Source: an optimization exercise on an open RTL-to-GDS flow (aim: small area, a short achievable clock period and few clock cycles per item). Production flows keep margins and buffers that such runs may drop. Where RTL was checked, it was by simulation tests only, not by an equivalence proof against the original. The RTL of runs 3 and 4 was laid out without a check of its function. Power is estimated from default activity; no workload was simulated.

### flow/run.sh
#!/bin/bash
# synth_recipe.tcl (not shown) runs the flow's synth.tcl, then flattens the netlist and writes it again
# the make line also repeats each setting of config.mk as NAME=value (left out here)
make -C /OpenROAD-flow-scripts/flow DESIGN_CONFIG=/design/flow/config.mk WORK_HOME=/design/flow/orfs CLKGATE_MAP_FILE= SYNTH_SCRIPT=/design/flow/synth_recipe.tcl finish
### flow/config.mk
export PLATFORM = sky130hd
export DESIGN_NAME = mips_rtype_core
export DESIGN_NICKNAME = mips_rtype_core
export VERILOG_FILES = /design/flow/design.v
export SDC_FILE = /design/flow/constraint.sdc
export NUM_CORES = 4
export LEC_CHECK = 0
export CAP_MARGIN = 20
export CORE_MARGIN = 2
export CORE_UTILIZATION = 40
export CTS_BUF_LIST = sky130_fd_sc_hd__clkbuf_4 sky130_fd_sc_hd__clkbuf_8
export CTS_CLUSTER_SIZE = 20
export SETUP_SLACK_MARGIN = 4.8
export SLEW_MARGIN = 20
export SYNTH_HIERARCHICAL = 1
### flow/constraint.sdc
create_clock -name core_clock -period 8.0 [get_ports {clk}]
set_input_delay 1.6000 -clock core_clock [delete_from_list [all_inputs] [get_ports {clk}]]
set_output_delay 1.6000 -clock core_clock [all_outputs]
set_load 0.01 [all_outputs]
### flow/design.v
`timescale 1ns / 1ps
module ALU_unit(ctrl_sig,in1,in2,result);
    input [10:0] ctrl_sig;
    input [31:0] in1;
    input [31:0] in2;
    output [31:0] result;
    wire sub   = ctrl_sig[0];
    wire s_add = ctrl_sig[1];
    wire s_lt  = ctrl_sig[2];
    wire s_ltu = ctrl_sig[3];
    wire s_sh  = ctrl_sig[4];
    wire left  = ctrl_sig[5];
    wire arith = ctrl_sig[6];
    wire [3:0] tt = ctrl_sig[10:7];
    wire [33:0] sum_w = {1'b0,in1,1'b1} + {1'b0,in2,sub};
    wire [32:0] sum = sum_w[33:1];
    wire ltu = !sum[32];
    wire eq = &(in1 ^ in2);
    wire lt = (in1[31] == in2[31]) ? in1[31] : (in1[31] ? (!ltu && !eq) : ltu);
    wire cmp = (s_lt && lt) || (s_ltu && ltu);
    wire [31:0] logic_r = ({32{tt[3]}} & in1 & in2) | ({32{tt[2]}} & in1 & ~in2) |
                          ({32{tt[1]}} & ~in1 & in2);
    wire [31:0] in1_rev;
    genvar i;
    generate
      for (i = 0; i < 32; i = i + 1) begin : rev_in
        assign in1_rev[i] = in1[31-i];
      end
    endgenerate
    wire [31:0] sh_in = left ? in1_rev : in1;
    wire fill = arith && in1[31];
    wire [63:0] sh_wide = {{32{fill}}, sh_in} >> in2[4:0];
    wire [31:0] sh_r = sh_wide[31:0];
    wire [31:0] sh_rev;
    generate
      for (i = 0; i < 32; i = i + 1) begin : rev_out
        assign sh_rev[i] = sh_r[31-i];
      end
    endgenerate
    wire [31:0] sh_out = left ? sh_rev : sh_r;
    assign result = ({32{s_add}} & sum[31:0]) | ({32{s_sh}} & sh_out) |
                    logic_r | {31'b0, cmp};
endmodule
`timescale 1ns / 1ps
module control_unit(load,f7nz,func,ctrl_sig);
    input load;
    input f7nz;
    input [2:0] func;
    output reg [10:0] ctrl_sig;
    always@(*)
      if (load)
        ctrl_sig = {4'b1110,7'b0000000};         
      else if (!f7nz)
        case (func)
          3'b000: ctrl_sig = {4'b0000,7'b0000010};   
          3'b001: ctrl_sig = {4'b0000,7'b0110000};   
          3'b010: ctrl_sig = {4'b0000,7'b0000101};   
          3'b011: ctrl_sig = {4'b0000,7'b0001001};   
          3'b100: ctrl_sig = {4'b0110,7'b0000000};   
          3'b101: ctrl_sig = {4'b0000,7'b0010000};   
          3'b110: ctrl_sig = {4'b1110,7'b0000000};   
          default: ctrl_sig = {4'b1000,7'b0000000};  
        endcase
      else if (func == 3'b000)
        ctrl_sig = {4'b0000,7'b0000011};             
      else
        ctrl_sig = {4'b0000,7'b1010000};             
endmodule
`timescale 1ns / 1ps
module rd_group(d0,s0,d1,s1,d2,s2,y_n);
input d0,s0,d1,s1,d2,s2;
output y_n;
assign y_n = ~((d0 & s0) | (d1 & s1) | (d2 & s2));
endmodule
module rd_port(regs,sel,x0,xs0,x1,xs1,data);
input [1023:0] regs;
input [31:0] sel;
input [31:0] x0;
input xs0;
input [31:0] x1;
input xs1;
output [31:0] data;
genvar j, g;
generate
  for (j = 0; j < 32; j = j + 1) begin : bit_
    wire [11:0] gn;
    for (g = 0; g < 10; g = g + 1) begin : grp
      rd_group G(regs[(3*g)*32+j],sel[3*g],regs[(3*g+1)*32+j],sel[3*g+1],
                 regs[(3*g+2)*32+j],sel[3*g+2],gn[g]);
    end
    rd_group G10(regs[30*32+j],sel[30],regs[31*32+j],sel[31],x0[j],xs0,gn[10]);
    assign gn[11] = ~(x1[j] & xs1);
    assign data[j] = ~&gn;
  end
endgenerate
endmodule
module reg_bank(clk,rs1_addr,rs2_addr,rd1_en,rd2_en,ld_en,ld_data,fw1_en,fw2_en,
                rs1_data,rs2_data,rd_addr,rd_data,rd_we);
input  clk;
input [4:0] rs1_addr;
input [4:0] rs2_addr;
input rd1_en;
input rd2_en;
input ld_en;
input [31:0] ld_data;
input fw1_en;
input fw2_en;
output [31:0] rs1_data;
output [31:0] rs2_data;
input [4:0] rd_addr;
input [31:0] rd_data;
input rd_we;
 reg [31:0] Reg[0:31];
 wire [1023:0] regs;
 wire [31:0] sel1;
 wire [31:0] sel2;
 genvar i;
 generate
   for (i = 0; i < 32; i = i + 1) begin : flat
     assign regs[i*32+31:i*32] = Reg[i];
     assign sel1[i] = rd1_en && rs1_addr == i;
     assign sel2[i] = rd2_en && rs2_addr == i;
   end
 endgenerate
 rd_port P1(regs,sel1,rd_data,fw1_en,ld_data,ld_en,rs1_data);
 rd_port P2(regs,sel2,rd_data,fw2_en,32'b0,1'b0,rs2_data);
 always@ (posedge clk)
   begin
     if (rd_we)
       Reg[rd_addr] <= rd_data;
   end
endmodule
`timescale 1ns / 1ps
module fetch_decode_unit(clk,rst,in_valid,in_load,in_instr,in_data,
                         f_valid,f_load,f_data,f_rs1,f_rs2,f_rd,f_func,f_f7nz);
    input clk;
    input rst;
    input in_valid;
    input in_load;
    input [31:0] in_instr;
    input [31:0] in_data;
    output reg f_valid;
    output reg f_load;
    output reg [31:0] f_data;
    output reg [4:0] f_rs1;
    output reg [4:0] f_rs2;
    output reg [4:0] f_rd;
    output reg [2:0] f_func;
    output reg f_f7nz;
    always@(posedge clk)
    begin
      if (rst)
        f_valid <= 1'b0;
      else
        f_valid <= in_valid;
      f_load <= in_load;
      f_data <= in_data;
      f_rs1 <= in_instr[19:15];
      f_rs2 <= in_instr[24:20];
      f_rd <= in_instr[11:7];
      f_func <= in_instr[14:12];
      f_f7nz <= |in_instr[31:25];
    end
endmodule
`timescale 1ns / 1ps
module mips_rtype_core(clk,rst,in_valid,in_ready,in_load,in_instr,in_data,
                       out_valid,out_rd,out_data);
    input clk;
    input rst;
    input in_valid;
    output in_ready;
    input in_load;
    input [31:0] in_instr;
    input [31:0] in_data;
    output out_valid;
    output [4:0] out_rd;
    output [31:0] out_data;
    wire f_valid;
    wire f_load;
    wire [31:0] f_data;
    wire [4:0] f_rs1;
    wire [4:0] f_rs2;
    wire [4:0] f_rd;
    wire [2:0] f_func;
    wire f_f7nz;
    fetch_decode_unit IF_ID(clk,rst,in_valid,in_load,in_instr,in_data,
                            f_valid,f_load,f_data,f_rs1,f_rs2,f_rd,f_func,f_f7nz);
    reg x_valid;
    reg [4:0] x_rd;
    wire [31:0] result;
    wire [31:0] r_op1;
    wire [31:0] r_op2;
    reg [31:0] x_op1;
    reg [31:0] x_op2;
    wire [10:0] ctrl_sig;
    reg [10:0] x_ctrl;
    reg w_valid;
    reg [4:0] w_rd;
    reg [31:0] w_data;
    wire [4:0] in_rs1 = in_instr[19:15];
    wire [4:0] in_rs2 = in_instr[24:20];
    wire p1x = f_valid && f_rd == in_rs1;
    wire p2x = f_valid && f_rd == in_rs2;
    wire p1w = x_valid && x_rd == in_rs1;
    wire p2w = x_valid && x_rd == in_rs2;
    reg m1x, m2x, use_w1, use_w2, use_r1, use_r2;
    always@(posedge clk)
    begin
      m1x <= !in_load && p1x;
      m2x <= !in_load && p2x;
      use_w1 <= !in_load && !p1x && p1w;
      use_w2 <= !in_load && !p2x && p2w;
      use_r1 <= !in_load && !p1x && !p1w;
      use_r2 <= !in_load && !p2x && !p2w;
    end
    wire use_d1 = f_load;
    reg_bank Register(clk,f_rs1,f_rs2,use_r1,use_r2,use_d1,f_data,use_w1,use_w2,
                      r_op1,r_op2,w_rd,w_data,w_valid);
    control_unit IC(f_load,f_f7nz,f_func,ctrl_sig);
    always@(posedge clk)
    begin
      if (rst)
        x_valid <= 1'b0;
      else
        x_valid <= f_valid;
      x_rd <= f_rd;
      x_ctrl <= ctrl_sig;
      x_op1 <= r_op1 | (result & {32{m1x}});
      x_op2 <= (r_op2 | (result & {32{m2x}})) ^ {32{ctrl_sig[0]}};
    end
    ALU_unit IE(x_ctrl,x_op1,x_op2,result);
    always@(posedge clk)
    begin
      if (rst)
        w_valid <= 1'b0;
      else
        w_valid <= x_valid;
      w_rd <= x_rd;
      w_data <= result;
    end
    assign in_ready = 1'b1;
    assign out_valid = w_valid;
    assign out_rd = w_rd;
    assign out_data = w_data;
endmodule
==> results.py, run 1 <==
metrics = {
    "power_and_ir_drop": {
        "power_frac_seq_pct": 46.6,
        "p_sw_share_pct": 29.0,
        "intPower_mw": 11.5,
        "cellPowerDensity_nw_per_um2": 261,
        "p_leak_nw": 20.9,
        "ir_worst_vdd_v": 0.000194,
        "p_switching_mw": 4.70,
        "total_power_mw": 16.2,
        "combPwrFrac_pct": 19.8,
        "p_clk_share_pct": 33.6,
    },
    "timing": {
        "slew_violations": 0,
        "finalHoldViolCount": 0,
        "setup_slack_ns": 4.76,
        "maxSlewHeadroom_pct": 37.4,
        "fin_crit_sh_pct": 40.5,
        "worst_pin_slew_ns": 0.940,
        "finalSetupViolCount": 0,
        "hold_ws_ns": 0.380,
        "max_freq_mhz": 309,
        "finClkSkew_ns": 0.0913,
        "fin_crit_ns": 3.24,
        "rsz0062_at_grt": "yes",
        "fin_tns_setup_ns": 0,
    },
    "detailed_routing": {
        "dr_total_vias": 41100,
        "first_iter_violations": 10600,
        "wl_per_cell_um": 38.9,
        "ant_nets": 0,
        "via_per_inst": 7.35,
        "drc": 0,
        "drtPass1Iterations": 14,
        "routed_wl_um": 217000,
    },
    "setup_path": {
        "critPathSlowestCell": "a2111o_1",
        "arrival_ns": 3.96,
        "crit_type": "reg -> reg",
        "path_cells": "nand4bb_2 > nor2_2 > buf_4 > a222oi_1 > nand4_1 > a2111o_1 > a21oi_2 > xnor2_1",
        "worst-path-max-fanout": 32,
        "cpPeakStageDelay_ns": 0.62,
        "cp-end-kind": "flop",
        "cp_data_required_time_ns": 8.72,
        "start_kind": "flop",
    },
    "final_layout": {
        "area_growth_pct": 21.5,
        "regArea_um2": 34500,
        "n_fill_cell": 10900,
        "multi_input_area_um2": 17500,
        "nets": 3857,
        "drive_gt1_share_pct": 24.4,
        "final_cell_area_um2": 62200,
    },
    "clocking": {
        "cts_buffers": 191,
        "clock_sinks": 1201,
        "clk_pin_slew_ns": 0.06,
        "cts.htree.levels": 4,
        "clk-insertion-delay-late_ns": 0.93,
        "cts_tree": "built",
        "cts_buffer_depth": 3,
        "hold_buffers": 0,
        "cts_root_buf": "clkbuf_8",
    },
    "floorplanning": {
        "coreArea_um2": 127000,
        "rows": 131,
        "initial_core_util_pct": 40.2,
        "dieWidth_um": 362,
        "die_height_um": 362,
        "die_area_um2": 131000,
        "ioPinCount": 107,
    },
    "synthesis": {
        "syn_avg_cell_area_um2": 15.7,
        "syn-cell-area_um2": 51200,
        "yosys_warnings": 10,
        "postSynthCellCount": 3255,
    },
    "worst_hold_path": {
        "hold_path_class": "reg -> reg",
    },
    "flow_run": {
        "drv_cap": 0,
    },
    "global_routing": {
        "grt_pass1_vias": 39100,
        "grt_pass1_wl_um": 296000,
        "grt_max_degree": 42,
        "antenna_found_initial": 25,
        "grt-ovfl-total": 0,
        "grtUsageTotal_pct": 32.1,
    },
    "placement": {
        "hpwl_um": 115000,
        "place_area_um2": 55500,
        "routabilityCongestion": 0.951,
        "place_ws_ns": 3.77,
        "port_buffers": 98,
    },
    "run_status": {
        "status": "no timing/DRC/antenna violations",
    },
}
## repair_timing
action	4_1_cts	5_1_grt
setup endpoints to repair	133	55
buffers inserted	68	23
pin swaps	8	27
resized for setup	373	99
gates cloned	29	2
## flip-flops by register name (all words and copies together) (netlist names), 3 cells and up
signal        cells
IF_ID.f_data     32
IF_ID.f_func      3
IF_ID.f_rd        5
IF_ID.f_rs1       5
IF_ID.f_rs2       5
Register.Reg   1024
w_data           32
w_rd              5
x_ctrl           10
x_op1            32
x_op2            32
x_rd              5
## per-stage QoR
step,std cells,util (%)
6_report,5590,48.9
5_1_grt,5582,48.8
3_3_place_gp,5103,43.7
3_5_place_dp,5103,43.7
2_1_floorplan,3291,-
4_1_cts,5555,48.4
## cells in the final DEF (no fill, tap or decap), types with 57 or more instances in the layout
| cell | instances |
|---|---|
| edfxtp_1 | 1024 |
| a222oi_1 | 706 |
| buf_4 | 199 |
| clkbuf_8 | 197 |
| nand4_1 | 141 |
| a21oi_1 | 120 |
| dfxtp_1 | 117 |
| nand3_1 | 82 |
| nor2_1 | 66 |
| a2111o_1 | 65 |
| a21o_1 | 63 |
| clkdlybuf4s50_1 | 60 |
| nand2_1 | 59 |
| mux2i_1 | 58 |
| nor2_4 | 57 |
## path summary, 6_finish.rpt
path                       end                   start  slack, ns  cells past startpoint
min            w_rd[0]$_DFF_P_         x_rd[0]$_DFF_P_       0.38                      0
max          x_op2[30]$_DFF_P_  IF_ID.f_rs2[4]$_DFF_P_       4.76                      8
max reg2reg  x_op2[30]$_DFF_P_  IF_ID.f_rs2[4]$_DFF_P_       4.76                      8
min reg2reg    w_rd[0]$_DFF_P_         x_rd[0]$_DFF_P_       0.38                      0
## per-layer routing
layer	up-vias	GRT usage, %	routed length [um]
li1	16200	-	-
met1	20300	41.1	75100
met2	3798	45.7	90200
met3	789	15.1	39500
met4	32	15.3	12300
met5	-	0.185	241
## power by group through the flow
stage,combinational [mW],clock (mW),sequential (mW)
after floorplan,1.06,0,7.79
after global placement,2.20,0,7.64
after detailed placement,2.22,0,7.64
after CTS,2.96,5.46,7.54
final,3.21,5.44,7.56
after global routing,3.30,5.72,7.56
## worst max-delay path, delay by kind of cell, from the launching register on
kind	cells	cell delay, ns
buffers and inverters	1	0.30
AO/OA/AOI/OAI	3	1.18
AND/OR/NAND/NOR	3	0.95
flip-flops	1	0.52
XOR/XNOR	1	0.07
## final cells by class
| class | instances | share of cell area (%) |
|---|---|---|
| Clock inverter | 111 | 1.38 |
| Multi-Input combinational cell | 1976 | 28.2 |
| Inverter | 22 | 0.145 |
| Clock buffer | 244 | 4.93 |
| Tap cell | 1662 | 3.35 |
| Timing Repair inverter | 1 | 0.00805 |
| Timing Repair Buffer | 363 | 6.52 |
| Antenna cell | 10 | 0.0403 |
| Sequential cell | 1201 | 55.5 |
Testbench counts, summed over its fixed seeds: cycles 24,016, items 24,000.
==> run 2: changes to the inputs <==
--- a/flow/config.mk
+++ b/flow/config.mk
@@ -10,6 +10,6 @@
 export CORE_UTILIZATION = 40
 export CTS_BUF_LIST = sky130_fd_sc_hd__clkbuf_4 sky130_fd_sc_hd__clkbuf_8
 export CTS_CLUSTER_SIZE = 20
-export SETUP_SLACK_MARGIN = 4.8
+export SETUP_SLACK_MARGIN = 4.4
 export SLEW_MARGIN = 20
 export SYNTH_HIERARCHICAL = 1
==> results.py, run 2 <==
metrics = {
    "global_routing": {
        "antenna_found_initial": 13,
        "grt_max_degree": 42,
        "grtUsageTotal_pct": 30.7,
        "grt-ovfl-total": 0,
        "grt_pass1_wl_um": 286000,
        "grt_pass1_vias": 38400,
    },
    "floorplanning": {
        "ioPinCount": 107,
        "dieWidth_um": 362,
        "coreArea_um2": 127000,
        "rows": 131,
        "initial_core_util_pct": 40.2,
        "die_area_um2": 131000,
        "die_height_um": 362,
    },
    "synthesis": {
        "postSynthCellCount": 3255,
        "yosys_warnings": 10,
        "syn_avg_cell_area_um2": 15.7,
        "syn-cell-area_um2": 51200,
    },
    "final_layout": {
        "largest_register_ffs": 1024,
        "n_fill_cell": 11100,
        "most-common-layout-cells": "edfxtp_1 (1024), a222oi_1 (706), clkbuf_8 (197)",
        "utilization_pct": 47.5,
        "nets": 3756,
        "mostFrequentLayoutCell": "edfxtp_1",
        "final_cell_area_um2": 60400,
        "drive_gt1_share_pct": 18.9,
        "area_growth_pct": 18.0,
        "regArea_um2": 34400,
        "largest_register": "Register.Reg",
        "fin_cells": 5488,
        "multi_input_area_um2": 17100,
    },
    "worst_hold_path": {
        "hold_path_class": "reg -> reg",
        "hold_path_depth": 0,
        "holdPathEnd": "w_rd[0]$_DFF_P_",
        "hold_start": "x_rd[0]$_DFF_P_",
    },
    "placement": {
        "port_buffers": 98,
        "dp_cells": 5103,
        "routabilityCongestion": 0.951,
        "place_area_um2": 55500,
        "hpwl_um": 115000,
    },
    "setup_path": {
        "crit_type": "reg -> out",
        "path_cells": "clkdlybuf4s50_1",
        "critPathTopFamily": "buffers and inverters",
        "arrival_ns": 1.98,
        "worst-path-max-fanout": 2,
        "cpPeakStageDelay_ns": 0.60,
        "r2r_slack_ns": 4.50,
        "worstRegToRegCells": 12,
        "worstReg2RegEnd": "x_op2[24]$_DFF_P_",
        "cp-end-kind": "output pin",
        "rr_startpoint": "x_op2[4]$_DFF_P_",
        "cp_data_required_time_ns": 6.40,
        "critPathSlowestCell": "clkdlybuf4s50_1",
        "critPathBufInv": 1,
        "start_kind": "flop",
    },
    "detailed_routing": {
        "wl_per_cell_um": 37.8,
        "via_per_inst": 7.30,
        "dr_total_vias": 40100,
        "drtPass1Iterations": 15,
        "drc": 0,
        "ant_nets": 0,
        "first_iter_violations": 10000,
        "routed_wl_um": 207000,
    },
    "timing": {
        "max_freq_mhz": 279,
        "worst_pin_slew_ns": 0.948,
        "fin_crit_sh_pct": 44.7,
        "fin_tns_setup_ns": 0,
        "fin_crit_ns": 3.58,
        "maxSlewHeadroom_pct": 36.8,
        "rsz0062_at_grt": "yes",
        "slew_violations": 0,
        "finalSetupViolCount": 0,
        "finClkSkew_ns": 0.0928,
        "finalHoldViolCount": 0,
    },
    "power_and_ir_drop": {
        "cellPowerDensity_nw_per_um2": 258,
        "ir_worst_vdd_v": 0.000194,
        "p_leak_nw": 20.1,
        "total_power_mw": 15.5,
    },
    "clocking": {
        "cts_tree": "built",
        "clk_pin_slew_ns": 0.06,
        "cts_buffer_depth": 3,
        "clock_sinks": 1201,
        "clk-insertion-delay-late_ns": 0.95,
        "cts_root_buf": "clkbuf_8",
        "cts_buffers": 191,
        "cts.htree.levels": 4,
    },
    "flow_run": {
        "drv_cap": 0,
    },
    "run_status": {
        "status": "no timing/DRC/antenna violations",
    },
}
[run 2: metrics by stage]
stage | hold slack, ns | setup WS (ns)
5_1_grt | 0.393 | 4.38
6_report | 0.379 | 4.42
2_1_floorplan | 0.373 | 4.45
3_5_place_dp | 0.386 | 3.77
3_3_place_gp | 0.380 | 3.81
4_1_cts | 0.383 | 4.27
[run 2: how the worst max path moves through the flow]
stage | start | to | slack [ns] | cells past startpoint
finish | w_data[11]$_DFF_P_ | out_data[11] | 4.42 | 1
global route | x_op2[0]$_DFF_P_ | x_op2[11]$_DFF_P_ | 4.38 | 11
CTS | x_ctrl[5]$_DFF_P_ | x_op2[27]$_DFF_P_ | 4.27 | 11
detailed placement | x_ctrl[5]$_DFF_P_ | x_op2[27]$_DFF_P_ | 3.77 | 11
global placement | x_ctrl[5]$_DFF_P_ | x_op2[27]$_DFF_P_ | 3.81 | 11
floorplan | w_rd[3]$_DFF_P_ | Register.Reg[12][0]$_DFFE_PP_ | 4.45 | 3
[run 2: area by class of cell]
| type | count | share of cell area [%] |
|---|---|---|
| flip-flops and latches | 1201 | 57.0 |
| multi-input cells | 1976 | 28.3 |
| clock buffers | 244 | 5.08 |
| repair buffers | 262 | 4.60 |
| well taps | 1662 | 3.45 |
| clock inverters | 111 | 1.42 |
| inverters | 22 | 0.143 |
| diodes | 9 | 0.0373 |
| repair inverters | 1 | 0.00829 |
[run 2: power breakdown]
| group | switching [mW] | total [mW] | internal [mW] |
|---|---|---|---|
| clock network | 2.56 | 5.43 | 2.87 |
| logic | 1.62 | 2.56 | 0.943 |
| registers | 0.240 | 7.56 | 7.32 |
| total | 4.42 | 15.5 | 11.1 |
[run 2: per-layer routing]
layer	part of all wire [%]	GRT usage [%]	up-vias
met1	35	40.2	19900
li1	-	-	16000
met3	17	11.7	679
met2	43	45.4	3574
met5	0.14	0.185	-
met4	5.0	13.3	14
[run 2: repair_timing]
item / 4_1_cts / 5_1_grt
pin swaps: 0 / 4
gates resized for setup: 151 / 24
buffers inserted: 3 / 6
gates cloned: 11 / 1
endpoints found under the setup margin: 92 / 34
hold buffers: 0 / 0
==> run 3: changes to the inputs <==
--- a/flow/design.v
+++ b/flow/design.v
@@ -12,8 +12,7 @@
     wire left  = ctrl_sig[5];
     wire arith = ctrl_sig[6];
     wire [3:0] tt = ctrl_sig[10:7];
-    wire [33:0] sum_w = {1'b0,in1,1'b1} + {1'b0,in2,sub};
-    wire [32:0] sum = sum_w[33:1];
+    wire [32:0] sum = {1'b0,in1} + {1'b0,in2} + {32'b0,sub};
     wire ltu = !sum[32];
     wire eq = &(in1 ^ in2);
     wire lt = (in1[31] == in2[31]) ? in1[31] : (in1[31] ? (!ltu && !eq) : ltu);
--- a/flow/config.mk
+++ b/flow/config.mk
@@ -10,6 +10,6 @@
 export CORE_UTILIZATION = 40
 export CTS_BUF_LIST = sky130_fd_sc_hd__clkbuf_4 sky130_fd_sc_hd__clkbuf_8
 export CTS_CLUSTER_SIZE = 20
-export SETUP_SLACK_MARGIN = 4.4
+export SETUP_SLACK_MARGIN = 4.8
 export SLEW_MARGIN = 20
 export SYNTH_HIERARCHICAL = 1
==> results.py, run 3 <==
metrics = {
    "setup_path": {
        "worstRegToRegCells": 17,
        "path_cells": "buf_12 > fa_2 > inv_2 > fa_2 > nor2b_2 > o31a_1 > nor3_2 > o211ai_1 > buf_4 > a311oi_4 > buf_6 > o31ai_4 > buf_4 > a311o_1 > nand3_2 > a21oi_2 > xnor2_1",
        "worst-path-max-fanout": 3,
        "start_kind": "flop",
        "critPathCapture": "x_op2[0]$_DFF_P_",
        "worstReg2RegEnd": "x_op2[0]$_DFF_P_",
        "cp-startpoint": "x_op2[0]$_DFF_P_",
        "arrival_ns": 4.13,
        "rr_startpoint": "x_op2[0]$_DFF_P_",
        "critPathSlowestCell": "fa_2",
        "cpPeakStageDelay_ns": 0.39,
        "cp-end-kind": "flop",
        "cp_data_required_time_ns": 8.76,
        "r2r_slack_ns": 4.63,
        "crit_type": "reg -> reg",
    },
    "clocking": {
        "cts.htree.levels": 4,
        "cts_buffers": 195,
        "cts_buffer_depth": 3,
        "clk-insertion-delay-late_ns": 0.96,
        "clk_pin_slew_ns": 0.06,
        "hold_buffers": 0,
        "cts_tree": "built",
        "clock_sinks": 1201,
        "cts_root_buf": "clkbuf_8",
    },
    "final_layout": {
        "drive_gt1_share_pct": 24.3,
        "largest_register_ffs": 1024,
        "most-common-layout-cells": "edfxtp_1 (1024), a222oi_1 (705), buf_4 (213)",
        "final_cell_area_um2": 62200,
        "utilization_pct": 49.4,
        "largest_register": "Register.Reg",
        "mostFrequentLayoutCell": "edfxtp_1",
        "area_growth_pct": 22.4,
        "nets": 3859,
    },
    "placement": {
        "place_ws_ns": 3.72,
        "routabilityCongestion": 0.912,
        "hpwl_um": 113000,
        "port_buffers": 98,
        "place_area_um2": 55400,
    },
    "floorplanning": {
        "die_height_um": 361,
        "dieWidth_um": 361,
        "ioPinCount": 107,
        "rows": 130,
        "die_area_um2": 130000,
        "initial_core_util_pct": 40.4,
        "coreArea_um2": 126000,
    },
    "timing": {
        "fin_tns_setup_ns": 0,
        "fin_crit_ns": 3.37,
        "fin_crit_sh_pct": 42.1,
        "slew_violations": 0,
        "worst_pin_slew_ns": 0.952,
        "finalHoldViolCount": 0,
        "max_freq_mhz": 297,
        "finClkSkew_ns": 0.0810,
        "setup_slack_ns": 4.63,
        "rsz0062_at_grt": "yes",
        "finalSetupViolCount": 0,
        "maxSlewHeadroom_pct": 36.5,
    },
    "global_routing": {
        "grt-ovfl-total": 0,
        "grt_pass1_vias": 39800,
        "globalRouteMet3Util_pct": 14.8,
        "antenna_found_initial": 17,
        "grt_pass1_wl_um": 298000,
        "met2_usage_pct": 46.5,
        "top_usage_layer": "met2",
        "met1_usage_pct": 41.1,
        "grt_max_degree": 41,
        "grtUsageTotal_pct": 32.3,
    },
    "detailed_routing": {
        "dr_total_vias": 41300,
        "first_iter_violations": 9847,
        "drtPass1Iterations": 13,
        "ant_nets": 0,
        "routed_wl_um": 217000,
        "via_per_inst": 7.40,
        "wl_per_cell_um": 38.9,
        "drc": 0,
    },
    "synthesis": {
        "postSynthCellCount": 3233,
        "syn-cell-area_um2": 50900,
        "yosys_warnings": 10,
        "syn_avg_cell_area_um2": 15.7,
    },
    "power_and_ir_drop": {
        "p_leak_nw": 21.0,
        "ir_worst_vdd_v": 0.000197,
        "cellPowerDensity_nw_per_um2": 262,
    },
    "worst_hold_path": {
        "hold_path_class": "reg -> reg",
    },
    "run_status": {
        "status": "no timing/DRC/antenna violations",
    },
    "flow_run": {
        "drv_cap": 0,
    },
}
run 3: per-stage QoR:
| stage | power (mW) | instances | hold slack (ns) |
|---|---|---|---|
| after floorplan | 8.81 | 3269 | 0.373 |
| after global placement | 9.78 | 5067 | 0.379 |
| after detailed placement | 9.80 | 5069 | 0.385 |
| after CTS | 16.1 | 5545 | 0.382 |
| after global routing | 16.7 | 5570 | 0.382 |
| final | 16.3 | 5575 | 0.383 |
run 3: critical path, delay by kind of cell, from the launching register on:
| family | cells | cell delay (ns) |
|---|---|---|
| adders and majority gates | 2 | 0.60 |
| DFF | 1 | 0.35 |
| buffers and inverters | 5 | 0.67 |
| and+or+nand+nor | 3 | 0.31 |
| AOI/OAI and AO/OA | 6 | 1.15 |
| xor gates and xnor gates | 1 | 0.14 |
run 3: cell type report:
class                      count  area [um2]
antenna                       10        25.0
timing repair inverter         1        5.00
sequential                  1201       34500
inverter                      18        88.8
multi-input combinational   1957       17200
fill                       10800       63700
clock inverter                72         527
tap                         1650        2060
timing repair buffer         383        4400
clock buffer                 283        3430
run 3: routing by layer:
layer  up-vias  wire (um)
li1      16200          -
met4        12      11600
met2      3779      91400
met1     20600      75500
met5         -         71
met3       752      38400
run 3: what timing repair did:
| action | in CTS | in global routing |
|---|---|---|
| cloned | 35 | 1 |
| buffers inserted | 86 | 19 |
| pin swaps | 20 | 32 |
| setup endpoints to repair | 129 | 70 |
| resized for setup | 383 | 71 |
run 3: power breakdown:
group          total, mW  internal, mW  switching (mW)
clock               5.50          2.90            2.60
combinational       3.25          1.35            1.90
sequential          7.54          7.33           0.205
run 3: worst min-delay path by stage:
stage / slack [ns] / start / cells after the start / end
2_1_floorplan: 0.37 / x_rd[1]$_DFF_P_ / 0 / w_rd[1]$_DFF_P_
3_3_place_gp: 0.38 / x_rd[1]$_DFF_P_ / 0 / w_rd[1]$_DFF_P_
3_5_place_dp: 0.38 / x_rd[1]$_DFF_P_ / 0 / w_rd[1]$_DFF_P_
4_1_cts: 0.38 / x_rd[0]$_DFF_P_ / 0 / w_rd[0]$_DFF_P_
5_1_grt: 0.38 / x_rd[0]$_DFF_P_ / 0 / w_rd[0]$_DFF_P_
6_report: 0.38 / x_rd[1]$_DFF_P_ / 0 / w_rd[1]$_DFF_P_
==> run 4: changes to the inputs <==
--- a/flow/design.v
+++ b/flow/design.v
@@ -12,7 +12,8 @@
     wire left  = ctrl_sig[5];
     wire arith = ctrl_sig[6];
     wire [3:0] tt = ctrl_sig[10:7];
-    wire [32:0] sum = {1'b0,in1} + {1'b0,in2} + {32'b0,sub};
+    wire [33:0] sum_w = {1'b0,in1,1'b1} + {1'b0,in2,sub};
+    wire [32:0] sum = sum_w[33:1];
     wire ltu = !sum[32];
     wire eq = &(in1 ^ in2);
     wire lt = (in1[31] == in2[31]) ? in1[31] : (in1[31] ? (!ltu && !eq) : ltu);
@@ -237,8 +238,20 @@
       w_rd <= x_rd;
       w_data <= result;
     end
+    reg o_valid;
+    reg [4:0] o_rd;
+    reg [31:0] o_data;
+    always@(posedge clk)
+    begin
+      if (rst)
+        o_valid <= 1'b0;
+      else
+        o_valid <= x_valid;
+      o_rd <= x_rd;
+      o_data <= result;
+    end
     assign in_ready = 1'b1;
-    assign out_valid = w_valid;
-    assign out_rd = w_rd;
-    assign out_data = w_data;
-endmodule
+    assign out_valid = o_valid;
+    assign out_rd = o_rd;
+    assign out_data = o_data;
+endmodule
==> flow/flow/run.sh (new file) <==
#!/bin/bash
# The standard layout, with clock tree synthesis told not to add dummy loads,
# to cluster more registers under each leaf buffer and to use a strong root.
cd "$(dirname "$0")/.."
sed -n '1,200p' standard.sh > standard_sh_copy.log
export CTS_ARGS="-sink_clustering_enable -repair_clock_nets -dont_use_dummy_load -sink_clustering_size 16 -sink_clustering_max_diameter 60 -buf_list {sky130_fd_sc_hd__clkbuf_8 sky130_fd_sc_hd__clkbuf_16} -root_buf sky130_fd_sc_hd__clkbuf_16 -sink_clustering_buffer sky130_fd_sc_hd__clkbuf_8"
bash standard.sh > standard.log 2>&1
==> flow/standard.sh (new file) <==
#!/bin/bash
# synth_recipe.tcl (not shown) runs the flow's synth.tcl, then flattens the netlist and writes it again
# the make line also repeats each setting of config.mk as NAME=value (left out here)
make -C /OpenROAD-flow-scripts/flow DESIGN_CONFIG=/design/flow/config.mk WORK_HOME=/design/flow/orfs CLKGATE_MAP_FILE= SYNTH_SCRIPT=/design/flow/synth_recipe.tcl "${@:-finish}"
removed: flow/run.sh
==> results.py, run 4 <==
metrics = {
    "run_status": {
        "status": "no timing/DRC/antenna violations",
    },
    "final_layout": {
        "utilization_pct": 46.5,
        "fin_cells": 5275,
        "n_fill_cell": 11100,
        "nets": 3711,
        "area_growth_pct": 15.5,
        "largest_register": "Register.Reg",
        "mostFrequentLayoutCell": "edfxtp_1",
        "most-common-layout-cells": "edfxtp_1 (1024), a222oi_1 (706), buf_4 (150)",
        "drive_gt1_share_pct": 18.0,
        "largest_register_ffs": 1024,
    },
    "synthesis": {
        "postSynthCellCount": 3255,
        "syn-cell-area_um2": 51200,
        "yosys_warnings": 10,
        "syn_avg_cell_area_um2": 15.7,
    },
    "placement": {
        "hpwl_um": 115000,
        "routabilityCongestion": 0.943,
        "port_buffers": 98,
        "dp_cells": 5101,
    },
    "setup_path": {
        "cpPeakStageDelay_ns": 0.61,
        "worst-path-max-fanout": 32,
        "critPathTopFamily": "simple AND/OR/NAND/NOR gates",
        "critPathSlowestCell": "dfxtp_1",
        "arrival_ns": 3.75,
        "critPathBufInv": 1,
        "cp.depth": 8,
        "start_kind": "flop",
        "crit_type": "reg -> reg",
        "cp-end-kind": "flop",
        "path_cells": "or4b_4 > nor2_4 > buf_4 > a222oi_1 > nand4_1 > a2111o_1 > a21oi_1 > xnor2_1",
        "worstRegToRegCells": 8,
        "cp_data_required_time_ns": 8.51,
    },
    "global_routing": {
        "grt-ovfl-total": 0,
        "grt_pass1_vias": 38000,
        "grtUsageTotal_pct": 30.8,
        "grt_pass1_wl_um": 286000,
        "grt_max_degree": 42,
        "antenna_found_initial": 17,
    },
    "timing": {
        "maxSlewHeadroom_pct": 38.6,
        "hold_ws_ns": 0.364,
        "finalSetupViolCount": 0,
        "fin_crit_ns": 3.24,
        "finClkSkew_ns": 0.147,
        "max_freq_mhz": 309,
        "fin_crit_sh_pct": 40.5,
        "finalHoldViolCount": 0,
        "rsz0062_at_grt": "yes",
        "slew_violations": 0,
        "worst_pin_slew_ns": 0.919,
        "fin_tns_setup_ns": 0,
    },
    "worst_hold_path": {
        "hold_path_class": "reg -> reg",
        "hold_path_depth": 0,
    },
    "clocking": {
        "hold_buffers": 0,
        "cts_buffer_depth": 3,
        "clk-insertion-delay-late_ns": 0.74,
        "clk_pin_slew_ns": 0.08,
        "cts_root_buf": "clkbuf_16",
        "cts.htree.levels": 3,
        "cts_buffers": 101,
        "clock_sinks": 1201,
        "cts_tree": "built",
    },
    "floorplanning": {
        "coreArea_um2": 127000,
        "dieWidth_um": 362,
        "die_area_um2": 131000,
        "initial_core_util_pct": 40.2,
        "die_height_um": 362,
        "rows": 131,
        "ioPinCount": 107,
    },
    "power_and_ir_drop": {
        "p_leak_nw": 19.2,
        "cellPowerDensity_nw_per_um2": 230,
        "total_power_mw": 13.6,
        "ir_worst_vdd_v": 0.000170,
    },
    "detailed_routing": {
        "wl_per_cell_um": 39.8,
        "first_iter_violations": 9085,
        "via_per_inst": 7.52,
        "ant_nets": 0,
        "drtPass1Iterations": 14,
        "drc": 0,
        "routed_wl_um": 210000,
        "dr_total_vias": 39700,
    },
    "flow_run": {
        "drv_cap": 0,
    },
}
run 4: cell count changes in the layout (fill, tap and decap cells not counted), moves of 9 or more:
cell and change:
a21o_1 +13, buf_2 -16, buf_4 -63, bufbuf_16 -18, clkbuf_16 +13, clkbuf_4 -74
clkbuf_8 -117, clkinv_1 -36, clkinv_2 -16, dlygate4sd2_1 +20, mux2_2 +9, mux4_2 +11
nand2_1 +9
run 4: area by class of cell:
cell class,count,area (um2),area share [%]
diodes,5,12.5,0.0212
multi-input cells,1976,17500,29.7
well taps,1662,2080,3.52
repair inverters,1,5.00,0.00847
inverters,22,90.1,0.152
repair buffers,307,3440,5.81
flip-flops and latches,1201,34500,58.3
clock buffers,101,1490,2.52
run 4: power by group:
group          switching, mW  internal, mW  total [mW]  leakage, nW
Sequential             0.260          7.32        7.58         10.7
Combinational           1.68          1.11        2.79         7.72
Clock                   1.99          1.23        3.22        0.772
run 4: path summary, 6_finish.rpt:
kind                    from                end  slack, ns
max           use_r2$_DFF_P_  x_op2[16]$_DFF_P_       4.76
min          x_rd[4]$_DFF_P_    w_rd[4]$_DFF_P_       0.36
max reg2reg   use_r2$_DFF_P_  x_op2[16]$_DFF_P_       4.76
min reg2reg  x_rd[4]$_DFF_P_    w_rd[4]$_DFF_P_       0.36
run 4: stage by stage:
stage / setup WS, ns / area, um2
after global placement: 3.92 / 55600
after floorplan: 4.45 / 51300
after detailed placement: 3.90 / 55700
after CTS: 4.67 / 58600
final: 4.76 / 59100
after global routing: 4.72 / 59100
run 4: routing by layer:
metal / share of wire, % / GRT usage (%) / up-vias
li1: - / - / 15700
met1: 36 / 40.1 / 19800
met2: 42 / 44.8 / 3474
met3: 17 / 12.7 / 679
met4: 5.0 / 13.9 / 23
met5: 0.12 / 0.333 / -
run 4: repair_timing:
item,CTS,global route
cloned,18,4
endpoints found under the setup margin,133,68
pin swaps,9,18
setup buffers,23,23
gates resized for setup,262,87
==> run 5: changes to the inputs <==
--- a/flow/design.v
+++ b/flow/design.v
@@ -94,13 +94,13 @@
   end
 endgenerate
 endmodule
-module reg_bank(clk,rs1_addr,rs2_addr,rd1_en,rd2_en,ld_en,ld_data,fw1_en,fw2_en,
+module reg_bank(clk,rs1_hi,rs1_lo,rs2_hi,rs2_lo,ld_en,ld_data,fw1_en,fw2_en,
                 rs1_data,rs2_data,rd_addr,rd_data,rd_we);
 input  clk;
-input [4:0] rs1_addr;
-input [4:0] rs2_addr;
-input rd1_en;
-input rd2_en;
+input [3:0] rs1_hi;
+input [7:0] rs1_lo;
+input [3:0] rs2_hi;
+input [7:0] rs2_lo;
 input ld_en;
 input [31:0] ld_data;
 input fw1_en;
@@ -118,8 +118,8 @@
  generate
    for (i = 0; i < 32; i = i + 1) begin : flat
      assign regs[i*32+31:i*32] = Reg[i];
-     assign sel1[i] = rd1_en && rs1_addr == i;
-     assign sel2[i] = rd2_en && rs2_addr == i;
+     assign sel1[i] = rs1_hi[i/8] && rs1_lo[i%8];
+     assign sel2[i] = rs2_hi[i/8] && rs2_lo[i%8];
    end
  endgenerate
  rd_port P1(regs,sel1,rd_data,fw1_en,ld_data,ld_en,rs1_data);
@@ -132,7 +132,7 @@
 endmodule
 `timescale 1ns / 1ps
 module fetch_decode_unit(clk,rst,in_valid,in_load,in_instr,in_data,
-                         f_valid,f_load,f_data,f_rs1,f_rs2,f_rd,f_func,f_f7nz);
+                         f_valid,f_load,f_data,f_rd,f_func,f_f7nz);
     input clk;
     input rst;
     input in_valid;
@@ -142,8 +142,6 @@
     output reg f_valid;
     output reg f_load;
     output reg [31:0] f_data;
-    output reg [4:0] f_rs1;
-    output reg [4:0] f_rs2;
     output reg [4:0] f_rd;
     output reg [2:0] f_func;
     output reg f_f7nz;
@@ -155,8 +153,6 @@
         f_valid <= in_valid;
       f_load <= in_load;
       f_data <= in_data;
-      f_rs1 <= in_instr[19:15];
-      f_rs2 <= in_instr[24:20];
       f_rd <= in_instr[11:7];
       f_func <= in_instr[14:12];
       f_f7nz <= |in_instr[31:25];
@@ -178,13 +174,11 @@
     wire f_valid;
     wire f_load;
     wire [31:0] f_data;
-    wire [4:0] f_rs1;
-    wire [4:0] f_rs2;
     wire [4:0] f_rd;
     wire [2:0] f_func;
     wire f_f7nz;
     fetch_decode_unit IF_ID(clk,rst,in_valid,in_load,in_instr,in_data,
-                            f_valid,f_load,f_data,f_rs1,f_rs2,f_rd,f_func,f_f7nz);
+                            f_valid,f_load,f_data,f_rd,f_func,f_f7nz);
     reg x_valid;
     reg [4:0] x_rd;
     wire [31:0] result;
@@ -203,18 +197,33 @@
     wire p2x = f_valid && f_rd == in_rs2;
     wire p1w = x_valid && x_rd == in_rs1;
     wire p2w = x_valid && x_rd == in_rs2;
-    reg m1x, m2x, use_w1, use_w2, use_r1, use_r2;
+    wire rd1 = !in_load && !p1x && !p1w;
+    wire rd2 = !in_load && !p2x && !p2w;
+    reg m1x, m2x, use_w1, use_w2;
+    reg [3:0] rs1_hi;
+    reg [7:0] rs1_lo;
+    reg [3:0] rs2_hi;
+    reg [7:0] rs2_lo;
+    integer k;
     always@(posedge clk)
     begin
       m1x <= !in_load && p1x;
       m2x <= !in_load && p2x;
       use_w1 <= !in_load && !p1x && p1w;
       use_w2 <= !in_load && !p2x && p2w;
-      use_r1 <= !in_load && !p1x && !p1w;
-      use_r2 <= !in_load && !p2x && !p2w;
+      for (k = 0; k < 4; k = k + 1)
+        begin
+          rs1_hi[k] <= rd1 && in_rs1[4:3] == k;
+          rs2_hi[k] <= rd2 && in_rs2[4:3] == k;
+        end
+      for (k = 0; k < 8; k = k + 1)
+        begin
+          rs1_lo[k] <= in_rs1[2:0] == k;
+          rs2_lo[k] <= in_rs2[2:0] == k;
+        end
     end
     wire use_d1 = f_load;
-    reg_bank Register(clk,f_rs1,f_rs2,use_r1,use_r2,use_d1,f_data,use_w1,use_w2,
+    reg_bank Register(clk,rs1_hi,rs1_lo,rs2_hi,rs2_lo,use_d1,f_data,use_w1,use_w2,
                       r_op1,r_op2,w_rd,w_data,w_valid);
     control_unit IC(f_load,f_f7nz,f_func,ctrl_sig);
     always@(posedge clk)
==> results.py, run 5 <==
metrics = {
    "detailed_routing": {
        "drc": 0,
        "wl_per_cell_um": 39.0,
        "routed_wl_um": 205000,
        "first_iter_violations": 9026,
        "via_per_inst": 7.51,
        "drtPass1Iterations": 12,
        "ant_nets": 0,
        "dr_total_vias": 39500,
    },
    "final_layout": {
        "nets": 3698,
        "area_growth_pct": 13.8,
        "multi_input_area_um2": 17200,
        "final_cell_area_um2": 58700,
        "largest_register_ffs": 1024,
        "mostFrequentLayoutCell": "edfxtp_1",
        "fin_cells": 5262,
        "drive_gt1_share_pct": 15.3,
        "largest_register": "Register.Reg",
        "regArea_um2": 34700,
        "n_fill_cell": 11100,
        "most-common-layout-cells": "edfxtp_1 (1024), a222oi_1 (706), dfxtp_1 (142)",
        "utilization_pct": 45.9,
    },
    "setup_path": {
        "cp_data_required_time_ns": 8.51,
        "critPathSlowestCell": "dfxtp_1",
        "worstRegToRegCells": 10,
        "path_cells": "mux2i_1 > mux4_2 > mux2_2 > nor2_1 > a211oi_2 > a21o_1 > mux2_2 > o21ai_2 > a21oi_1 > xnor2_1",
        "worst-path-max-fanout": 10,
        "worstReg2RegEnd": "x_op2[6]$_DFF_P_",
        "crit_type": "reg -> reg",
        "cpPeakStageDelay_ns": 0.66,
        "arrival_ns": 3.71,
        "worst_path_most_repeated_cell": "mux2_2",
        "start_kind": "flop",
        "cp-end-kind": "flop",
        "r2r_slack_ns": 4.80,
        "rr_startpoint": "x_op1[8]$_DFF_P_",
    },
    "clocking": {
        "cts_buffer_depth": 3,
        "clock_sinks": 1213,
        "cts.htree.levels": 3,
        "clk-insertion-delay-late_ns": 0.73,
        "clk_pin_slew_ns": 0.10,
        "cts_buffers": 101,
        "cts_root_buf": "clkbuf_16",
        "cts_tree": "built",
        "hold_buffers": 0,
    },
    "synthesis": {
        "syn-cell-area_um2": 51500,
        "syn_avg_cell_area_um2": 15.8,
        "postSynthCellCount": 3268,
        "yosys_warnings": 10,
    },
    "timing": {
        "hold_ws_ns": 0.386,
        "finClkSkew_ns": 0.140,
        "fin_tns_setup_ns": 0,
        "fin_crit_sh_pct": 40.0,
        "slew_violations": 0,
        "rsz0062_at_grt": "yes",
        "maxSlewHeadroom_pct": 15.0,
        "finalSetupViolCount": 0,
        "setup_slack_ns": 4.80,
        "fin_crit_ns": 3.20,
        "finalHoldViolCount": 0,
        "max_freq_mhz": 312,
        "worst_pin_slew_ns": 1.28,
    },
    "worst_hold_path": {
        "hold_start": "x_rd[3]$_DFF_P_",
        "holdPathEnd": "w_rd[3]$_DFF_P_",
        "hold_path_class": "reg -> reg",
        "hold_path_depth": 0,
    },
    "power_and_ir_drop": {
        "combPwrFrac_pct": 20.0,
        "p_leak_nw": 19.2,
        "intPower_mw": 9.65,
        "p_switching_mw": 3.88,
        "cellPowerDensity_nw_per_um2": 231,
        "power_frac_seq_pct": 56.3,
        "p_clk_share_pct": 23.8,
        "ir_worst_vdd_v": 0.000159,
        "total_power_mw": 13.5,
        "p_sw_share_pct": 28.7,
    },
    "placement": {
        "dp_cells": 5107,
        "place_ws_ns": 3.89,
        "hpwl_um": 114000,
        "routabilityCongestion": 0.943,
        "place_area_um2": 55600,
        "port_buffers": 98,
    },
    "global_routing": {
        "grt_pass1_wl_um": 283000,
        "antenna_found_initial": 11,
        "grt_pass1_vias": 38000,
        "grt_max_degree": 41,
        "grtUsageTotal_pct": 30.2,
        "grt-ovfl-total": 0,
    },
    "floorplanning": {
        "die_height_um": 363,
        "dieWidth_um": 363,
        "initial_core_util_pct": 40.4,
        "coreArea_um2": 128000,
        "rows": 131,
        "ioPinCount": 107,
        "die_area_um2": 132000,
    },
    "flow_run": {
        "drv_cap": 0,
    },
    "run_status": {
        "status": "no timing/DRC/antenna violations",
    },
}
==> run 5: cell types whose count changed in the layout (fill, tap and decap cells not counted), moves of 6 or more <==
cell	before	now
dfxtp_2	22	16
nor3_2	7	0
nor2_4	79	24
and2_2	0	17
buf_4	150	134
nor3b_1	1	7
nor2_2	11	1
nor3_4	1	8
nand4b_1	10	4
dfxtp_1	119	142
and2_1	6	51
==> run 5: repair_timing <==
item | CTS | global route
gates resized for setup | 249 | 64
pin swaps | 7 | 10
setup endpoints to repair | 132 | 51
cloned | 15 | 2
buffers inserted | 15 | 17
==> run 5: worst max-delay path by stage <==
stage                                 start                end  slack, ns  cells past startpoint
after floorplan            x_op2[0]$_DFF_P_  x_op2[21]$_DFF_P_       5.08                     13
after global placement     x_op1[8]$_DFF_P_  x_op2[31]$_DFF_P_       3.96                      8
after detailed placement   x_op1[8]$_DFF_P_  x_op2[31]$_DFF_P_       3.89                      8
after CTS                  x_op2[1]$_DFF_P_  x_op2[23]$_DFF_P_       4.80                     12
after global routing      x_op1[26]$_DFF_P_   x_op2[0]$_DFF_P_       4.71                     12
final                      x_op1[8]$_DFF_P_   x_op2[6]$_DFF_P_       4.80                     10
==> run 5: area by class of cell <==
class                      instances  area share [%]
inverter                          22           0.154
sequential                      1213            59.1
multi-input combinational       1977            29.4
timing repair buffer             281            5.26
tap                             1662            3.55
clock buffer                     101            2.54
timing repair inverter             1         0.00853
antenna                            5          0.0213
==> run 5: power groups by stage <==
stage	clock (mW)	combinational [mW]	sequential, mW
floorplan	0	1.06	7.85
global placement	0	2.18	7.71
detailed placement	0	2.19	7.71
CTS	3.23	2.53	7.59
global route	3.45	2.82	7.62
finish	3.22	2.70	7.62
==> run 5: worst max-delay path, delay by kind of cell (launching register included) <==
kind	cells	cell delay [ns]
AO/OA/AOI/OAI	4	0.84
XOR/XNOR	1	0.16
flip-flops	1	0.66
multiplexers	4	1.28
AND/OR/NAND/NOR	1	0.13
==> run 5: metal layers <==
metal | track usage, % | part of all wire (%)
met2 | 44.7 | 43
met3 | 10.6 | 16
met5 | 0.908 | 0.10
met1 | 39.9 | 36
met4 | 13.3 | 5.0
Testbench counts of run 5, summed over its fixed seeds: cycles 24,016, items 24,000.
==> run 6: changes to the inputs <==
--- a/flow/config.mk
+++ b/flow/config.mk
@@ -10,6 +10,6 @@
 export CORE_UTILIZATION = 40
 export CTS_BUF_LIST = sky130_fd_sc_hd__clkbuf_4 sky130_fd_sc_hd__clkbuf_8
 export CTS_CLUSTER_SIZE = 20
-export SETUP_SLACK_MARGIN = 4.8
+export SETUP_SLACK_MARGIN = 5.0
 export SLEW_MARGIN = 20
 export SYNTH_HIERARCHICAL = 1
==> results.py, run 6 <==
metrics = {
    "run_status": {
        "status": "no timing/DRC/antenna violations",
    },
    "setup_path": {
        "cp-end-kind": "flop",
        "crit_type": "reg -> reg",
        "worst-path-max-fanout": 6,
        "arrival_ns": 3.57,
        "start_kind": "flop",
        "cp_data_required_time_ns": 8.47,
    },
    "final_layout": {
        "largest_register_ffs": 1024,
        "largest_register": "Register.Reg",
        "area_growth_pct": 17.1,
        "most-common-layout-cells": "edfxtp_1 (1024), a222oi_1 (706), buf_4 (207)",
        "n_fill_cell": 11000,
        "mostFrequentLayoutCell": "edfxtp_1",
        "nets": 3789,
        "final_cell_area_um2": 60300,
        "drive_gt1_share_pct": 20.3,
    },
    "timing": {
        "fin_crit_sh_pct": 38.8,
        "max_freq_mhz": 322,
        "finClkSkew_ns": 0.138,
        "rsz0062_at_grt": "yes",
        "finalSetupViolCount": 0,
        "worst_pin_slew_ns": 1.32,
        "setup_slack_ns": 4.90,
        "slew_violations": 0,
        "fin_crit_ns": 3.10,
        "finalHoldViolCount": 0,
        "maxSlewHeadroom_pct": 11.9,
        "fin_tns_setup_ns": 0,
    },
    "global_routing": {
        "grt-ovfl-total": 0,
        "grt_max_degree": 41,
        "top_usage_layer": "met2",
        "globalRouteMet3Util_pct": 12.7,
        "grt_pass1_vias": 38500,
        "grtUsageTotal_pct": 31.3,
        "met1_usage_pct": 41.2,
        "grt_pass1_wl_um": 291000,
        "met2_usage_pct": 45.4,
        "antenna_found_initial": 23,
    },
    "placement": {
        "place_area_um2": 55600,
        "port_buffers": 98,
        "hpwl_um": 114000,
        "routabilityCongestion": 0.943,
        "place_ws_ns": 3.89,
    },
    "power_and_ir_drop": {
        "ir_worst_vdd_v": 0.000169,
        "combPwrFrac_pct": 23.5,
        "intPower_mw": 10.0,
        "p_sw_share_pct": 29.3,
        "p_leak_nw": 20.0,
        "p_clk_share_pct": 22.8,
        "cellPowerDensity_nw_per_um2": 235,
        "power_frac_seq_pct": 53.7,
        "p_switching_mw": 4.15,
    },
    "clocking": {
        "cts.htree.levels": 3,
        "clock_sinks": 1213,
        "cts_root_buf": "clkbuf_16",
        "clk-insertion-delay-late_ns": 0.73,
        "clk_pin_slew_ns": 0.07,
        "cts_buffers": 101,
        "cts_tree": "built",
        "hold_buffers": 0,
        "cts_buffer_depth": 3,
    },
    "synthesis": {
        "postSynthCellCount": 3268,
        "syn-cell-area_um2": 51500,
        "yosys_warnings": 10,
        "syn_avg_cell_area_um2": 15.8,
    },
    "detailed_routing": {
        "drtPass1Iterations": 11,
        "dr_total_vias": 40400,
        "routed_wl_um": 213000,
        "via_per_inst": 7.55,
        "ant_nets": 0,
        "drc": 0,
        "wl_per_cell_um": 39.8,
        "first_iter_violations": 9984,
    },
    "floorplanning": {
        "ioPinCount": 107,
        "die_height_um": 363,
        "initial_core_util_pct": 40.4,
        "rows": 131,
        "coreArea_um2": 128000,
        "die_area_um2": 132000,
        "dieWidth_um": 363,
    },
    "flow_run": {
        "drv_cap": 0,
    },
    "worst_hold_path": {
        "hold_path_class": "reg -> reg",
    },
}
run 6: metal layers:
metal | share of wire, % | wire (um) | vias up
met2 | 42 | 89900 | 3579
li1 | - | - | 15800
met1 | 36 | 75800 | 20300
met4 | 5.1 | 10900 | 30
met5 | 0.18 | 380 | -
met3 | 17 | 36000 | 699
run 6: area by class of cell:
class / count / area [um2] / share of cell area [%]
clock buffer: 101 / 1490 / 2.47
timing repair inverter: 1 / 5.00 / 0.00829
sequential: 1213 / 34700 / 57.6
timing repair buffer: 372 / 4220 / 7.00
antenna: 6 / 15.0 / 0.0249
inverter: 22 / 93.8 / 0.156
tap: 1662 / 2080 / 3.45
multi-input combinational: 1977 / 17700 / 29.3
run 6: critical path, stage by stage, from the launching register on:
cell and delay [ns]:
dfxtp_4 0.44, buf_16 0.16, mux4_2 0.48, mux2_4 0.29, mux4_2 0.52, buf_4 0.16, nand2_2 0.06, o21ai_4 0.08
a21oi_4 0.20, o221a_1 0.22, nand3_2 0.10, a21oi_2 0.16, xnor2_1 0.08
run 6: final timing paths:
path              depth (start not counted)              from           endpoint  slack (ns)
hold / removal                            0   x_rd[3]$_DFF_P_    w_rd[3]$_DFF_P_        0.39
hold reg to reg                           0   x_rd[3]$_DFF_P_    w_rd[3]$_DFF_P_        0.39
setup reg to reg                         12  x_op2[0]$_DFF_P_  x_op2[27]$_DFF_P_        4.90
setup / recovery                         12  x_op2[0]$_DFF_P_  x_op2[27]$_DFF_P_        4.90
run 6: timing repair:
item,4_1_cts,5_1_grt
endpoints found under the setup margin,134,61
resized for setup,452,82
pin swaps,31,54
buffers inserted,75,31
gates cloned,33,1
run 6: per-stage QoR:
stage                     utilization [%]  total power, mW  instances  hold slack (ns)
after CTS                            46.8             13.9       5316            0.388
after global routing                 47.2             14.5       5348            0.401
after detailed placement             43.5             9.90       5107            0.384
after global placement               43.5             9.89       5107            0.382
final                                47.3             14.2       5354            0.386
after floorplan                         -             8.91       3304            0.373
run 6: power by group through the flow:
stage | sequential [mW] | combinational, mW | clock [mW]
after global routing | 7.62 | 3.42 | 3.46
after floorplan | 7.85 | 1.06 | 0
after CTS | 7.60 | 3.04 | 3.23
after detailed placement | 7.71 | 2.19 | 0
after global placement | 7.71 | 2.18 | 0
final | 7.61 | 3.33 | 3.23
==> run 7: changes to the inputs <==
--- a/flow/config.mk
+++ b/flow/config.mk
@@ -7,7 +7,7 @@
 export LEC_CHECK = 0
 export CAP_MARGIN = 20
 export CORE_MARGIN = 2
-export CORE_UTILIZATION = 40
+export CORE_UTILIZATION = 35
 export CTS_BUF_LIST = sky130_fd_sc_hd__clkbuf_4 sky130_fd_sc_hd__clkbuf_8
 export CTS_CLUSTER_SIZE = 20
 export SETUP_SLACK_MARGIN = 5.0
==> results.py, run 7 <==
metrics = {
    "run_status": {
        "status": "no timing/DRC/antenna violations",
    },
    "timing": {
        "fin_tns_setup_ns": 0,
        "slew_violations": 0,
        "maxSlewHeadroom_pct": 36.4,
        "max_freq_mhz": 311,
        "rsz0062_at_grt": "yes",
        "worst_pin_slew_ns": 0.955,
        "finalHoldViolCount": 0,
        "finClkSkew_ns": 0.164,
        "fin_crit_ns": 3.22,
        "fin_crit_sh_pct": 40.2,
        "finalSetupViolCount": 0,
    },
    "global_routing": {
        "grt_pass1_wl_um": 295000,
        "grt-ovfl-total": 0,
        "grt_max_degree": 41,
        "antenna_found_initial": 20,
        "grtUsageTotal_pct": 27.6,
        "grt_pass1_vias": 38000,
    },
    "clocking": {
        "cts_tree": "built",
        "clk-insertion-delay-late_ns": 0.76,
        "cts.htree.levels": 3,
        "clock_sinks": 1213,
        "clk_pin_slew_ns": 0.09,
        "cts_buffer_depth": 3,
        "cts_buffers": 101,
        "cts_root_buf": "clkbuf_16",
    },
    "power_and_ir_drop": {
        "power_frac_seq_pct": 53.7,
        "ir_worst_vdd_v": 0.000149,
        "p_leak_nw": 20.1,
        "p_sw_share_pct": 29.5,
        "combPwrFrac_pct": 23.5,
        "p_switching_mw": 4.18,
        "p_clk_share_pct": 22.8,
        "intPower_mw": 10.0,
        "cellPowerDensity_nw_per_um2": 234,
    },
    "setup_path": {
        "arrival_ns": 3.66,
        "worst-path-max-fanout": 6,
        "critPathTopFamily": "multiplexers",
        "cp_data_required_time_ns": 8.44,
        "path_cells": "buf_12 > mux4_2 > mux2_4 > mux4_2 > nand2_2 > o21ai_2 > nor2_2 > a21oi_2 > a221o_1 > a21oi_2 > xnor2_2",
        "critPathSlowestCell": "mux4_2",
        "crit_type": "reg -> reg",
        "rr_startpoint": "x_op2[0]$_DFF_P_",
        "cpPeakStageDelay_ns": 0.54,
        "cp-end-kind": "flop",
        "start_kind": "flop",
        "r2r_slack_ns": 4.78,
        "critPathBufInv": 1,
        "cp-startpoint": "x_op2[0]$_DFF_P_",
    },
    "flow_run": {
        "drv_cap": 0,
    },
    "floorplanning": {
        "initial_core_util_pct": 35.3,
        "coreArea_um2": 146000,
        "die_area_um2": 150000,
        "dieWidth_um": 388,
        "rows": 140,
        "ioPinCount": 107,
        "die_height_um": 388,
    },
    "final_layout": {
        "largest_register_ffs": 1024,
        "mostFrequentLayoutCell": "edfxtp_1",
        "largest_register": "Register.Reg",
        "nets": 3809,
        "n_fill_cell": 13100,
        "area_growth_pct": 17.8,
        "utilization_pct": 41.6,
        "most-common-layout-cells": "edfxtp_1 (1024), a222oi_1 (706), buf_4 (220)",
        "drive_gt1_share_pct": 20.3,
    },
    "placement": {
        "port_buffers": 98,
        "hpwl_um": 115000,
        "routabilityCongestion": 0.948,
    },
    "detailed_routing": {
        "via_per_inst": 7.19,
        "drc": 0,
        "first_iter_violations": 9678,
        "dr_total_vias": 40500,
        "ant_nets": 0,
        "routed_wl_um": 217000,
        "wl_per_cell_um": 38.5,
        "drtPass1Iterations": 15,
    },
    "synthesis": {
        "syn_avg_cell_area_um2": 15.8,
        "yosys_warnings": 10,
        "syn-cell-area_um2": 51500,
        "postSynthCellCount": 3268,
    },
    "worst_hold_path": {
        "hold_start": "IF_ID.f_rd[3]$_DFF_P_",
        "hold_path_class": "reg -> reg",
    },
}
-- run 7: final cells by class --
cell class / count / area [um2] / area share (%)
multi-input combinational: 1977 / 17600 / 28.9
tap: 1917 / 2400 / 3.95
clock buffer: 101 / 1490 / 2.46
inverter: 22 / 87.6 / 0.144
timing repair buffer: 392 / 4400 / 7.24
timing repair inverter: 1 / 5.00 / 0.00824
antenna: 8 / 20.0 / 0.0330
sequential: 1213 / 34800 / 57.2
-- run 7: through the flow --
stage          area, um2  hold WS, ns  setup slack (ns)  cells  power (mW)
2_1_floorplan      51700        0.373              5.08   3304        8.91
3_3_place_gp       55900        0.387              3.94   5368        9.90
3_5_place_dp       55900        0.385              3.93   5368        9.91
4_1_cts            60000        0.348              4.75   5590        13.9
5_1_grt            60700        0.353              4.75   5624        14.5
6_report           60700        0.343              4.78   5631        14.2
-- run 7: worst reg2reg max path, delay by kind of cell, from the launching register on --
family | cells | cell delay, ns
AND/OR/NAND/NOR | 2 | 0.22
flip-flops | 1 | 0.49
AO/OA/AOI/OAI | 4 | 0.74
buffers and inverters | 1 | 0.16
XOR/XNOR | 1 | 0.10
multiplexers | 3 | 1.33
-- run 7: final timing paths --
path | endpoint | cells past startpoint
max | x_op2[4]$_DFF_P_ | 11
min | x_rd[3]$_DFF_P_ | 0
min reg2reg | x_rd[3]$_DFF_P_ | 0
max reg2reg | x_op2[4]$_DFF_P_ | 11
-- run 7: timing repair --
action                     CTS  global route
buffers inserted            90            31
setup endpoints to repair  178            61
hold buffers                 0             0
cloned                      31             1
pin swaps                   21            41
resized for setup          441           103
-- run 7: metal layers --
| metal | GRT usage (%) | part of all wire, % | vias to the layer above |
|---|---|---|---|
| met5 | 1.88 | 0.24 | - |
| met1 | 35.2 | 35 | 20200 |
| met3 | 12.5 | 17 | 642 |
| li1 | - | - | 15900 |
| met2 | 40.5 | 43 | 3669 |
| met4 | 11.2 | 4.9 | 26 |
-- run 7: power groups by stage --
stage / clock, mW / combinational (mW) / sequential, mW
finish: 3.24 / 3.33 / 7.63
global placement: 0 / 2.16 / 7.74
CTS: 3.26 / 3.03 / 7.62
floorplan: 0 / 1.06 / 7.85
global route: 3.46 / 3.42 / 7.64
detailed placement: 0 / 2.18 / 7.74
==> run 8: changes to the inputs <==
--- a/flow/config.mk
+++ b/flow/config.mk
@@ -7,9 +7,9 @@
 export LEC_CHECK = 0
 export CAP_MARGIN = 20
 export CORE_MARGIN = 2
-export CORE_UTILIZATION = 35
+export CORE_UTILIZATION = 48
 export CTS_BUF_LIST = sky130_fd_sc_hd__clkbuf_4 sky130_fd_sc_hd__clkbuf_8
 export CTS_CLUSTER_SIZE = 20
-export SETUP_SLACK_MARGIN = 5.0
+export SETUP_SLACK_MARGIN = 4.8
 export SLEW_MARGIN = 20
 export SYNTH_HIERARCHICAL = 1
==> results.py, run 8 <==
metrics = {
    "detailed_routing": {
        "wl_per_cell_um": 42.2,
        "dr_total_vias": 39900,
        "ant_nets": 0,
        "routed_wl_um": 212000,
        "drtPass1Iterations": 14,
        "drc": 0,
        "via_per_inst": 7.93,
        "first_iter_violations": 9506,
    },
    "setup_path": {
        "arrival_ns": 3.77,
        "cp-startpoint": "x_op2[0]$_DFF_P_",
        "cpPeakStageDelay_ns": 0.50,
        "worst-path-max-fanout": 9,
        "critPathTopFamily": "compound AO/OA/AOI/OAI gates",
        "worstRegToRegCells": 12,
        "critPathBufInv": 3,
        "cp_data_required_time_ns": 8.45,
        "start_kind": "flop",
        "path_cells": "buf_12 > bufbuf_16 > mux4_2 > mux2_4 > mux2i_2 > nor2_1 > a211oi_2 > a21o_1 > o21ai_2 > a221o_1 > buf_4 > a21o_1",
        "r2r_slack_ns": 4.68,
        "crit_type": "reg -> reg",
        "critPathSlowestCell": "mux4_2",
        "rr_startpoint": "x_op2[0]$_DFF_P_",
        "worst_path_most_repeated_cell": "a21o_1",
        "worstReg2RegEnd": "x_op1[15]$_DFF_P_",
        "cp-end-kind": "flop",
    },
    "timing": {
        "fin_tns_setup_ns": 0,
        "worst_pin_slew_ns": 0.873,
        "rsz0062_at_grt": "yes",
        "fin_crit_sh_pct": 41.5,
        "hold_ws_ns": 0.385,
        "finalHoldViolCount": 0,
        "finalSetupViolCount": 0,
        "maxSlewHeadroom_pct": 41.7,
        "max_freq_mhz": 301,
        "fin_crit_ns": 3.32,
        "slew_violations": 0,
        "finClkSkew_ns": 0.134,
    },
    "clocking": {
        "clk_pin_slew_ns": 0.10,
        "cts_tree": "built",
        "cts_buffer_depth": 3,
        "cts_buffers": 99,
        "cts.htree.levels": 3,
        "clk-insertion-delay-late_ns": 0.69,
        "clock_sinks": 1213,
        "cts_root_buf": "clkbuf_16",
    },
    "global_routing": {
        "antenna_found_initial": 10,
        "grt_max_degree": 42,
        "grtUsageTotal_pct": 37.3,
        "grt_pass1_vias": 38600,
        "grt_pass1_wl_um": 291000,
        "grt-ovfl-total": 0,
    },
    "final_layout": {
        "drive_gt1_share_pct": 16.3,
        "utilization_pct": 55.1,
        "fin_cells": 5027,
        "nets": 3721,
        "area_growth_pct": 14.2,
        "most-common-layout-cells": "edfxtp_1 (1024), a222oi_1 (706), buf_4 (151)",
        "mostFrequentLayoutCell": "edfxtp_1",
        "largest_register_ffs": 1024,
        "n_fill_cell": 8498,
        "largest_register": "Register.Reg",
    },
    "floorplanning": {
        "ioPinCount": 107,
        "die_height_um": 332,
        "rows": 120,
        "coreArea_um2": 107000,
        "die_area_um2": 110000,
        "dieWidth_um": 332,
        "initial_core_util_pct": 48.3,
    },
    "synthesis": {
        "syn_avg_cell_area_um2": 15.8,
        "postSynthCellCount": 3268,
        "yosys_warnings": 10,
        "syn-cell-area_um2": 51500,
    },
    "placement": {
        "dp_cells": 4857,
        "routabilityCongestion": 0.947,
        "port_buffers": 98,
        "hpwl_um": 119000,
    },
    "worst_hold_path": {
        "hold_path_class": "reg -> reg",
        "hold_path_depth": 0,
        "hold_start": "x_rd[3]$_DFF_P_",
        "holdPathEnd": "w_rd[3]$_DFF_P_",
    },
    "flow_run": {
        "drv_cap": 0,
    },
    "power_and_ir_drop": {
        "p_leak_nw": 19.5,
        "cellPowerDensity_nw_per_um2": 234,
        "total_power_mw": 13.8,
        "ir_worst_vdd_v": 0.000179,
    },
    "run_status": {
        "status": "no timing/DRC/antenna violations",
    },
}
==> run 8: cell type report <==
class | instances | area, um2 | area share [%]
flip-flops and latches | 1213 | 34700 | 58.9
multi-input cells | 1977 | 17400 | 29.5
repair buffers | 306 | 3490 | 5.93
well taps | 1403 | 1760 | 2.98
clock buffers | 99 | 1460 | 2.49
inverters | 22 | 87.6 | 0.149
diodes | 6 | 15.0 | 0.0255
repair inverters | 1 | 5.00 | 0.00850
==> run 8: layer usage <==
| layer | part of all wire, % | wire length (um) | track usage, % | up-vias |
|---|---|---|---|---|
| li1 | - | - | - | 15700 |
| met1 | 35 | 73300 | 49.4 | 19800 |
| met2 | 43 | 91900 | 55.7 | 3743 |
| met3 | 16 | 34200 | 11.2 | 671 |
| met4 | 5.9 | 12500 | 19.6 | 4 |
| met5 | 0.0085 | 18 | 0 | - |
==> run 8: worst register-to-register path: cells and delay by family, from the launching register on <==
kind,cells,cell delay (ns)
AO/OA/AOI/OAI,5,1.10
multiplexers,3,1.00
buffers and inverters,3,0.62
flip-flops,1,0.37
AND/OR/NAND/NOR,1,0.08
==> run 8: worst max path at each step <==
stage	cells after the start	slack [ns]	to
2_1_floorplan	13	5.08	x_op2[21]$_DFF_P_
3_3_place_gp	8	3.89	x_op2[31]$_DFF_P_
3_5_place_dp	8	3.86	x_op2[31]$_DFF_P_
4_1_cts	2	4.56	out_data[18]
5_1_grt	12	4.66	x_op1[15]$_DFF_P_
6_report	12	4.68	x_op1[15]$_DFF_P_
==> run 8: timing repair <==
| item | 4_1_cts | 5_1_grt |
|---|---|---|
| buffers inserted | 27 | 13 |
| gates resized for setup | 257 | 73 |
| cloned | 22 | 3 |
| hold buffers | 0 | 0 |
| pin swaps | 10 | 19 |
| setup endpoints to repair | 131 | 52 |
==> run 8: per-stage QoR <==
step	cell area (um2)	worst slack, ns
after floorplan	51700	5.08
after global placement	55300	3.89
after detailed placement	55300	3.86
after CTS	58400	4.56
after global routing	58800	4.66
final	58800	4.68
==> run 8: power breakdown <==
group          switching (mW)  leakage [nW]  total, mW  internal [mW]
Sequential              0.265          10.8       7.64           7.38
Clock                    1.94         0.758       3.15           1.21
Combinational            1.81          7.93       2.96           1.15
Total                    4.02          19.5       13.8           9.74
